From an optimization exercise on the open Yosys and OpenROAD flow, aimed at small area; shortcuts taken in it are not production practice.
Function was checked by simulation only, so behaviour that the tests miss may differ from the original.
No driver is modelled on the clock port, so clocking that relies on it looks cheaper here than on a real chip.
Power is estimated from default activity; no workload was simulated.

==> v34 <==
// vga_top
module vga_top (
    input         clk,
    input         rst,
    input  [31:0] record,
    input  [ 6:0] state,
    output [ 3:0] red,
    output [ 3:0] green,
    output [ 3:0] blue,
    output        hs,
    output        vs
);
export LEC_CHECK = 0
export CAP_MARGIN = 0
export CORE_MARGIN = 2
export CORE_UTILIZATION = 65
export GPL_TIMING_DRIVEN = 0
export SLEW_MARGIN = 0
create_clock -name core_clock -period 10.0 [get_ports {clk}]
standard.sh (not shown) runs the stock make flow with config.mk's settings and CLKGATE_MAP_FILE= SYNTH_SCRIPT=/design/flow/synth_recipe.tcl, a recipe that flattens the netlist after the stock synthesis.
==> flow/flow/run.sh <==
#!/bin/bash
# Own layout flow: the standard ORFS flow (standard.sh, synth_recipe.tcl)
# with these changes:
#  - synthesis maps the logic with an area-oriented ABC script (flow/area.abc)
#    instead of ORFS's speed script (the RTL's logic is already optimised, see
#    gen/) and leaves adders as plain gates (no extract_fa); the rest of
#    synthesis is the standard flow's synth_recipe.tcl (same registers, flatten and rename);
#  - port buffers are buf_1 cells;
#  - CTS without dummy loads, with clkbuf_8 buffers; after CTS the root
#    buffer, which drives only the leaf buffers, is shrunk to clkbuf_2
#    (flow/root.tcl).
#  - the logic network ABC maps in synthesis is flow/logic.blif, an ABC
#    optimisation (gen/opt.py) of the very network this synthesis hands to
#    ABC; the flow checks that network's MD5 first (abc_in.blif) and falls
#    back to mapping it as it is (flow/area.abc) if it is not the expected one.
# Each step's full output goes to log_<step>.txt in the work folder.
set -uo pipefail
W=$PWD
{
  echo 'proc abc {args} {'
  echo '  set i [lsearch -exact $args -script]'
  echo '  if {$i >= 0} { set args [lreplace $args [expr {$i + 1}] [expr {$i + 1}] $::env(OWN_ABC_SCRIPT)] }'
  echo '  yosys abc {*}$args'
  echo '}'
  echo 'proc extract_fa {args} { puts "extract_fa skipped" }'
  cat "$W/synth_recipe.tcl"
} > "$W/own_synth.tcl"
sed -E "s#'?SYNTH_SCRIPT=[^ ]*#SYNTH_SCRIPT=$W/own_synth.tcl#" "$W/standard.sh" > "$W/own_standard.sh"
ABC_IN_MD5=b71cb3d5de529e66695d4dc3b07acef7
printf 'write_blif %s\nread_blif %s\nstrash\ndch -f\namap\ntopo\n' "$W/abc_in.blif" "$W/flow/logic.blif" > "$W/best.abc"
export OWN_ABC_SCRIPT="$W/best.abc"
export BUFFER_PORTS_ARGS="-buffer_cell sky130_fd_sc_hd__buf_1"
export CTS_ARGS="-sink_clustering_enable -repair_clock_nets -dont_use_dummy_load -buf_list sky130_fd_sc_hd__clkbuf_8 -sink_clustering_size 30 -sink_clustering_max_diameter 100"
run_step() {
  echo "== $1"
  if ! bash "$W/own_standard.sh" "$1" > "$W/log_$1.txt" 2>&1; then
    echo "step $1 failed"
    tail -40 "$W/log_$1.txt"
    exit 1
  fi
}
R="$W/orfs/results/$FLOW_PLATFORM/vga_top/base"
run_step synth
got=$(tail -n +2 "$W/abc_in.blif" | md5sum | cut -d' ' -f1)
if [[ "$got" != "$ABC_IN_MD5" ]]; then
  echo "ABC input $got is not the one flow/logic.blif was made from: mapping it as it is"
  mv "$W/log_synth.txt" "$W/log_synth_first.txt"
  rm -rf "$W/orfs"
  export OWN_ABC_SCRIPT="$W/flow/area.abc"
  run_step synth
fi
for t in floorplan place cts; do run_step "$t"; done
echo "== root clock buffer"
if ! LIB_FILE="$FLOW_HOME/platforms/sky130hd/lib/sky130_fd_sc_hd__tt_025C_1v80.lib" \
  ODB_IN="$R/4_cts.odb" ODB_OUT="$R/4_cts.odb" ROOT_CELL=sky130_fd_sc_hd__clkbuf_2 \
  openroad -no_init -exit "$W/flow/root.tcl" > "$W/log_rootbuf.txt" 2>&1; then
  echo "root buffer step failed"; tail -40 "$W/log_rootbuf.txt"; exit 1
fi
for t in route finish; do
  echo "== $t"
  if ! bash "$W/own_standard.sh" "$t" > "$W/log_$t.txt" 2>&1; then
    echo "step $t failed"
    tail -40 "$W/log_$t.txt"
    exit 1
  fi
done
ls -l "$W/out"
Other scripts of this flow, unchanged in this note and not shown: flow/flow/area.abc, flow/flow/logic.blif, flow/flow/root.tcl
==> v11: changes against v34 <==
GPL_TIMING_DRIVEN = not set   (was 0)
==> results_dict.tcl <==
set metrics [dict create \
    crit_arrival_ps 6480 \
    status "finished clean" \
    postPlaceCellArea_um2 2300 \
    nNetsFinal 407 \
    grtUsageMet1_pct 49.5 \
    seqPwrFrac_pct 61.5 \
    first_pass_iters 7 \
    wl_met2_mm 2.98 \
    clk_share_pct 1.39 \
    wl_met1_mm 2.50 \
]
The numbers above come from v11.

==> results_dict.tcl <==
set metrics [dict create \
    nNetsFinal 418 \
    grtUsageMet1_pct 42.9 \
    crit_arrival_ps 7110 \
    seqPwrFrac_pct 62.2 \
    wl_met2_mm 2.88 \
    first_pass_iters 6 \
    synth.area.mux_share_pct 0 \
    overflow 0 \
    wl_met1_mm 2.50 \
    clk_share_pct 1.35 \
    postPlaceCellArea_um2 2390 \
    status "finished clean" \
]
The numbers above come from v34.


* * *

==> inputs of v31 <==
==> flow/design.v <==
module RAM_set (
    input      [4:0] c,
    input      [2:0] r,
    output reg [6:0] col
);
  always @(*) begin
    case ({c, r})
      8'd1: col = 7'b0111110;
      8'd2: col = 7'b1010001;
      8'd3: col = 7'b1001001;
      8'd4: col = 7'b1000101;
      8'd5: col = 7'b0111110;
      8'd10: col = 7'b1000010;
      8'd11: col = 7'b1111111;
      8'd12: col = 7'b1000000;
      8'd17: col = 7'b1000010;
      8'd18: col = 7'b1100001;
      8'd19: col = 7'b1010001;
      8'd20: col = 7'b1001001;
      8'd21: col = 7'b1000110;
      8'd25: col = 7'b0100010;
      8'd26: col = 7'b1000001;
      8'd27: col = 7'b1001001;
      8'd28: col = 7'b1001001;
      8'd29: col = 7'b0110110;
      8'd33: col = 7'b0011000;
      8'd34: col = 7'b0010100;
      8'd35: col = 7'b0010010;
      8'd36: col = 7'b1111111;
      8'd37: col = 7'b0010000;
      8'd41: col = 7'b0100111;
      8'd42: col = 7'b1000101;
      8'd43: col = 7'b1000101;
      8'd44: col = 7'b1000101;
      8'd45: col = 7'b0111001;
      8'd49: col = 7'b0111110;
      8'd50: col = 7'b1001001;
      8'd51: col = 7'b1001001;
      8'd52: col = 7'b1001001;
      8'd53: col = 7'b0110010;
      8'd57: col = 7'b1100001;
      8'd58: col = 7'b0010001;
      8'd59: col = 7'b0001001;
      8'd60: col = 7'b0000101;
      8'd61: col = 7'b0000011;
      8'd65: col = 7'b0110110;
      8'd66: col = 7'b1001001;
      8'd67: col = 7'b1001001;
      8'd68: col = 7'b1001001;
      8'd69: col = 7'b0110110;
      8'd73: col = 7'b0100110;
      8'd74: col = 7'b1001001;
      8'd75: col = 7'b1001001;
      8'd76: col = 7'b1001001;
      8'd77: col = 7'b0111110;
      8'd81: col = 7'b1111100;
      8'd82: col = 7'b0010010;
      8'd83: col = 7'b0010001;
      8'd84: col = 7'b0010010;
      8'd85: col = 7'b1111100;
      8'd89: col = 7'b1111111;
      8'd90: col = 7'b1001001;
      8'd91: col = 7'b1001001;
      8'd92: col = 7'b1001001;
      8'd93: col = 7'b0110110;
      8'd97: col = 7'b0111110;
      8'd98: col = 7'b1000001;
      8'd99: col = 7'b1000001;
      8'd100: col = 7'b1000001;
      8'd101: col = 7'b0100010;
      8'd105: col = 7'b1111111;
      8'd106: col = 7'b1000001;
      8'd107: col = 7'b1000001;
      8'd108: col = 7'b1000001;
      8'd109: col = 7'b0111110;
      8'd113: col = 7'b1111111;
      8'd114: col = 7'b1001001;
      8'd115: col = 7'b1001001;
      8'd116: col = 7'b1001001;
      8'd117: col = 7'b1000001;
      8'd121: col = 7'b1111111;
      8'd122: col = 7'b0001001;
      8'd123: col = 7'b0001001;
      8'd124: col = 7'b0001001;
      8'd125: col = 7'b0000001;
      8'd129: col = 7'b0111110;
      8'd130: col = 7'b1000001;
      8'd131: col = 7'b1000001;
      8'd132: col = 7'b1000001;
      8'd133: col = 7'b0111110;
      8'd137: col = 7'b1111111;
      8'd138: col = 7'b0000010;
      8'd139: col = 7'b0000100;
      8'd140: col = 7'b0001000;
      8'd141: col = 7'b1111111;
      8'd145: col = 7'b0100110;
      8'd146: col = 7'b1001001;
      8'd147: col = 7'b1001001;
      8'd148: col = 7'b1001001;
      8'd149: col = 7'b0110010;
      8'd153: col = 7'b1111111;
      8'd154: col = 7'b0000010;
      8'd155: col = 7'b0001100;
      8'd156: col = 7'b0000010;
      8'd157: col = 7'b1111111;
      8'd161: col = 7'b0000001;
      8'd162: col = 7'b0000001;
      8'd163: col = 7'b1111111;
      8'd164: col = 7'b0000001;
      8'd165: col = 7'b0000001;
      8'd169: col = 7'b1111111;
      8'd170: col = 7'b0001001;
      8'd171: col = 7'b0011001;
      8'd172: col = 7'b0101001;
      8'd173: col = 7'b1000110;
      8'd177: col = 7'b0011111;
      8'd178: col = 7'b0100000;
      8'd179: col = 7'b1000000;
      8'd180: col = 7'b0100000;
      8'd181: col = 7'b0011111;
      default: col = 7'b0000000;
    endcase
  end
endmodule
module vga_top (
    input             clk,
    input             rst,
    input      [31:0] record,
    input      [ 6:0] state,
    output     [ 3:0] red,
    output     [ 3:0] green,
    output     [ 3:0] blue,
    output            hs,
    output            vs
);
  reg [1:0] ph;
  reg [6:0] q;
  reg [2:0] r;
  reg [9:0] v;
  reg       pix;
  reg       colr;
  wire step = (ph == 2'd1);
  wire hend = (q == 7'd119) && (r == 3'd2);
  always @(posedge clk or negedge rst)
    if (!rst) ph <= 2'd0;
    else ph <= ph + 2'd1;
  always @(posedge clk or negedge rst)
    if (!rst) begin
      q <= 7'd5;
      r <= 3'd1;
    end else if (step) begin
      if (hend) begin
        q <= 7'd5;
        r <= 3'd1;
      end else if (r == 3'd6) begin
        q <= q + 7'd1;
        r <= 3'd0;
      end else r <= r + 3'd1;
    end
  always @(posedge clk or negedge rst)
    if (!rst) v <= 10'd0;
    else if (step) begin
      if (v == 10'd524) v <= 10'd0;
      else if (hend) v <= v + 10'd1;
    end
  assign hs = (q > 7'd18) || (q == 7'd18 && r == 3'd6);
  assign vs = (v >= 10'd2);
  reg [4:0] wcode;
  always @(*) begin
    case (state)
      7'b1100010:
        case (q)
          7'd50: wcode = 5'd10;
          7'd52: wcode = 5'd16;
          7'd53: wcode = 5'd17;
          default: wcode = 5'd31;
        endcase
      7'b1000001:
        case (q)
          7'd50: wcode = 5'd10;
          7'd52: wcode = 5'd16;
          7'd53: wcode = 5'd15;
          7'd54: wcode = 5'd15;
          default: wcode = 5'd31;
        endcase
      7'b0110010:
        case (q)
          7'd50: wcode = 5'd18;
          7'd52: wcode = 5'd16;
          7'd53: wcode = 5'd17;
          default: wcode = 5'd31;
        endcase
      7'b0010001:
        case (q)
          7'd50: wcode = 5'd18;
          7'd52: wcode = 5'd16;
          7'd53: wcode = 5'd15;
          7'd54: wcode = 5'd15;
          default: wcode = 5'd31;
        endcase
      7'b0001001:
        case (q)
          7'd50: wcode = 5'd19;
          7'd52: wcode = 5'd16;
          7'd53: wcode = 5'd15;
          7'd54: wcode = 5'd15;
          default: wcode = 5'd31;
        endcase
      7'b0101010:
        case (q)
          7'd50: wcode = 5'd19;
          7'd52: wcode = 5'd16;
          7'd53: wcode = 5'd17;
          default: wcode = 5'd31;
        endcase
      7'b0101011:
        case (q)
          7'd50: wcode = 5'd19;
          7'd52: wcode = 5'd16;
          7'd53: wcode = 5'd17;
          7'd55: wcode = 5'd18;
          7'd56: wcode = 5'd20;
          7'd57: wcode = 5'd10;
          7'd58: wcode = 5'd21;
          7'd59: wcode = 5'd20;
          default: wcode = 5'd31;
        endcase
      7'b0101100:
        case (q)
          7'd50: wcode = 5'd19;
          7'd52: wcode = 5'd16;
          7'd53: wcode = 5'd17;
          7'd55: wcode = 5'd19;
          7'd56: wcode = 5'd16;
          7'd57: wcode = 5'd22;
          7'd58: wcode = 5'd14;
          default: wcode = 5'd31;
        endcase
      default: wcode = 5'd31;
    endcase
  end
  reg [3:0] nib;
  always @(*) begin
    case (q[2:0])
      3'd0: nib = record[31:28];
      3'd1: nib = record[27:24];
      3'd2: nib = record[23:20];
      3'd3: nib = record[19:16];
      3'd4: nib = record[15:12];
      3'd5: nib = record[11:8];
      3'd6: nib = record[7:4];
      default: nib = record[3:0];
    endcase
  end
  wire       recslot = (q[6:3] == 4'd5);
  wire       wslot = (q >= 7'd50) && (q <= 7'd59);
  wire [4:0] code = recslot ? {1'b0, nib} : (wslot ? wcode : 5'd31);
  wire [6:0] col;
  RAM_set u_font (
      .c  (code),
      .r  (r),
      .col(col)
  );
  wire [9:0] row = v - 10'd35;
  wire vin = (v >= 10'd35) && (v <= 10'd41);
  wire fbit = vin && col[row[2:0]];
  always @(posedge clk)
    if (ph[1] || !wslot) pix <= fbit;
  always @(posedge clk or negedge rst)
    if (!rst) colr <= 1'b0;
    else if (step) colr <= pix;
  assign red = {4{colr}};
  assign green = {4{colr}};
  assign blue = {4{colr}};
endmodule
==> flow/flow/run.sh <==
#!/bin/bash
set -uo pipefail
W=$PWD
{
  echo 'proc abc {args} {'
  echo '  set i [lsearch -exact $args -script]'
  echo '  if {$i >= 0} { set args [lreplace $args [expr {$i + 1}] [expr {$i + 1}] $::env(OWN_ABC_SCRIPT)] }'
  echo '  yosys abc {*}$args'
  echo '}'
  cat "$W/synth_recipe.tcl"
} > "$W/own_synth.tcl"
sed -E "s#'?SYNTH_SCRIPT=[^ ]*#SYNTH_SCRIPT=$W/own_synth.tcl#" "$W/standard.sh" > "$W/own_standard.sh"
export OWN_ABC_SCRIPT="$W/flow/area.abc"
export BUFFER_PORTS_ARGS="-buffer_cell sky130_fd_sc_hd__buf_1"
for t in synth floorplan place cts route finish; do
  echo "== $t"
  if ! bash "$W/own_standard.sh" "$t" > "$W/log_$t.txt" 2>&1; then
    echo "step $t failed"
    tail -40 "$W/log_$t.txt"
    exit 1
  fi
done
ls -l "$W/out"
==> flow/flow/area.abc <==
strash
&get -n
&deepsyn -T 60
&put
dch -f
amap
topo
==> flow/standard.sh <==
#!/bin/bash
# synth_recipe.tcl (not shown) runs the flow's synth.tcl, then flattens the netlist and writes it again
# the make line also repeats each setting of config.mk as NAME=value (left out here)
make -C /OpenROAD-flow-scripts/flow DESIGN_CONFIG=/design/flow/config.mk WORK_HOME=/design/flow/orfs CLKGATE_MAP_FILE= SYNTH_SCRIPT=/design/flow/synth_recipe.tcl "${@:-finish}"
==> flow/config.mk <==
export PLATFORM = sky130hd
export DESIGN_NAME = vga_top
export DESIGN_NICKNAME = vga_top
export VERILOG_FILES = /design/flow/design.v
export SDC_FILE = /design/flow/constraint.sdc
export NUM_CORES = 4
export LEC_CHECK = 0
export CAP_MARGIN = 20
export CORE_MARGIN = 2
export CORE_UTILIZATION = 40
export SLEW_MARGIN = 20
==> flow/constraint.sdc <==
create_clock -name core_clock -period 10.0 [get_ports {clk}]
set_input_delay 2.0000 -clock core_clock [delete_from_list [all_inputs] [get_ports {clk}]]
set_output_delay 2.0000 -clock core_clock [all_outputs]
set_load 0.01 [all_outputs]
==> v30: changes against v31 <==
==> flow/run.sh (new file) <==
#!/bin/bash
# synth_recipe.tcl (not shown) runs the flow's synth.tcl, then flattens the netlist and writes it again
# the make line also repeats each setting of config.mk as NAME=value (left out here)
make -C /OpenROAD-flow-scripts/flow DESIGN_CONFIG=/design/flow/config.mk WORK_HOME=/design/flow/orfs CLKGATE_MAP_FILE= SYNTH_SCRIPT=/design/flow/synth_recipe.tcl finish
removed: flow/flow/run.sh
removed: flow/flow/area.abc
removed: flow/standard.sh
==> impl_results.md <==
- CP Depth: 13
- Min cycle time layout: 5959 ps
- Status: timing/DRC/antenna clean
- Met2 wire length: roughly 5200 µm
- Switching power: approximately 0.041 mW
- Commonest non-fill, non-tap cell in the layout: clkdlybuf4s50_1
- Total leakage power: roughly 1.6 nW
- WL met3: 720 µm
The numbers above come from v30.

==> impl_results.md <==
- Total leakage power: 1.102 nW
- Met2 wire length: about 3800 µm
- CP Depth: 17
- Min cycle time layout: 6062 ps
- WL met3: 627 µm
- Switching power: 0.04555 mW
- Status: timing/DRC/antenna clean
The numbers above come from v31.

==> what the ideal ports hide <==
Ports are ideal in the flow. The routed layouts listed here were re-timed in OpenROAD. Step 1 assumes that a clkbuf_16 drives the clock port and a buf_2 every other input. Step 2 times the ports against the registers' clock, not the clock port: input delays grow and output delays shrink by t, the midpoint of the rising clock arrivals with the driver on. a / b / c = ideal ports / drivers / drivers and shift; a / b = the first two.
| run | shift t [ns] | slack for setup (ns) | hold slack, ns | slew at the worst register clock pin (ns) |
|---|---|---|---|---|
| v34 | 0.303 | 2.987 / 2.982 / 2.678 | 0.474 / 0.474 / 0.474 | 0.08 / 0.08 |
| v11 | 0.309 | 3.635 / 3.632 / 3.323 | 0.461 / 0.461 / 0.461 | 0.08 / 0.08 |
| v31 | 0.293 | 3.938 / 3.941 / 3.648 | 0.458 / 0.458 / 0.458 | 0.09 / 0.09 |
| v30 | 0.293 | 4.041 / 4.045 / 3.751 | 0.433 / 0.433 / 0.433 | 0.08 / 0.08 |
After both steps every run listed still meets setup and hold. For v11, which loses most, drivers alone change the setup slack by -0.003 ns; drivers and shift together by -0.312 ns.
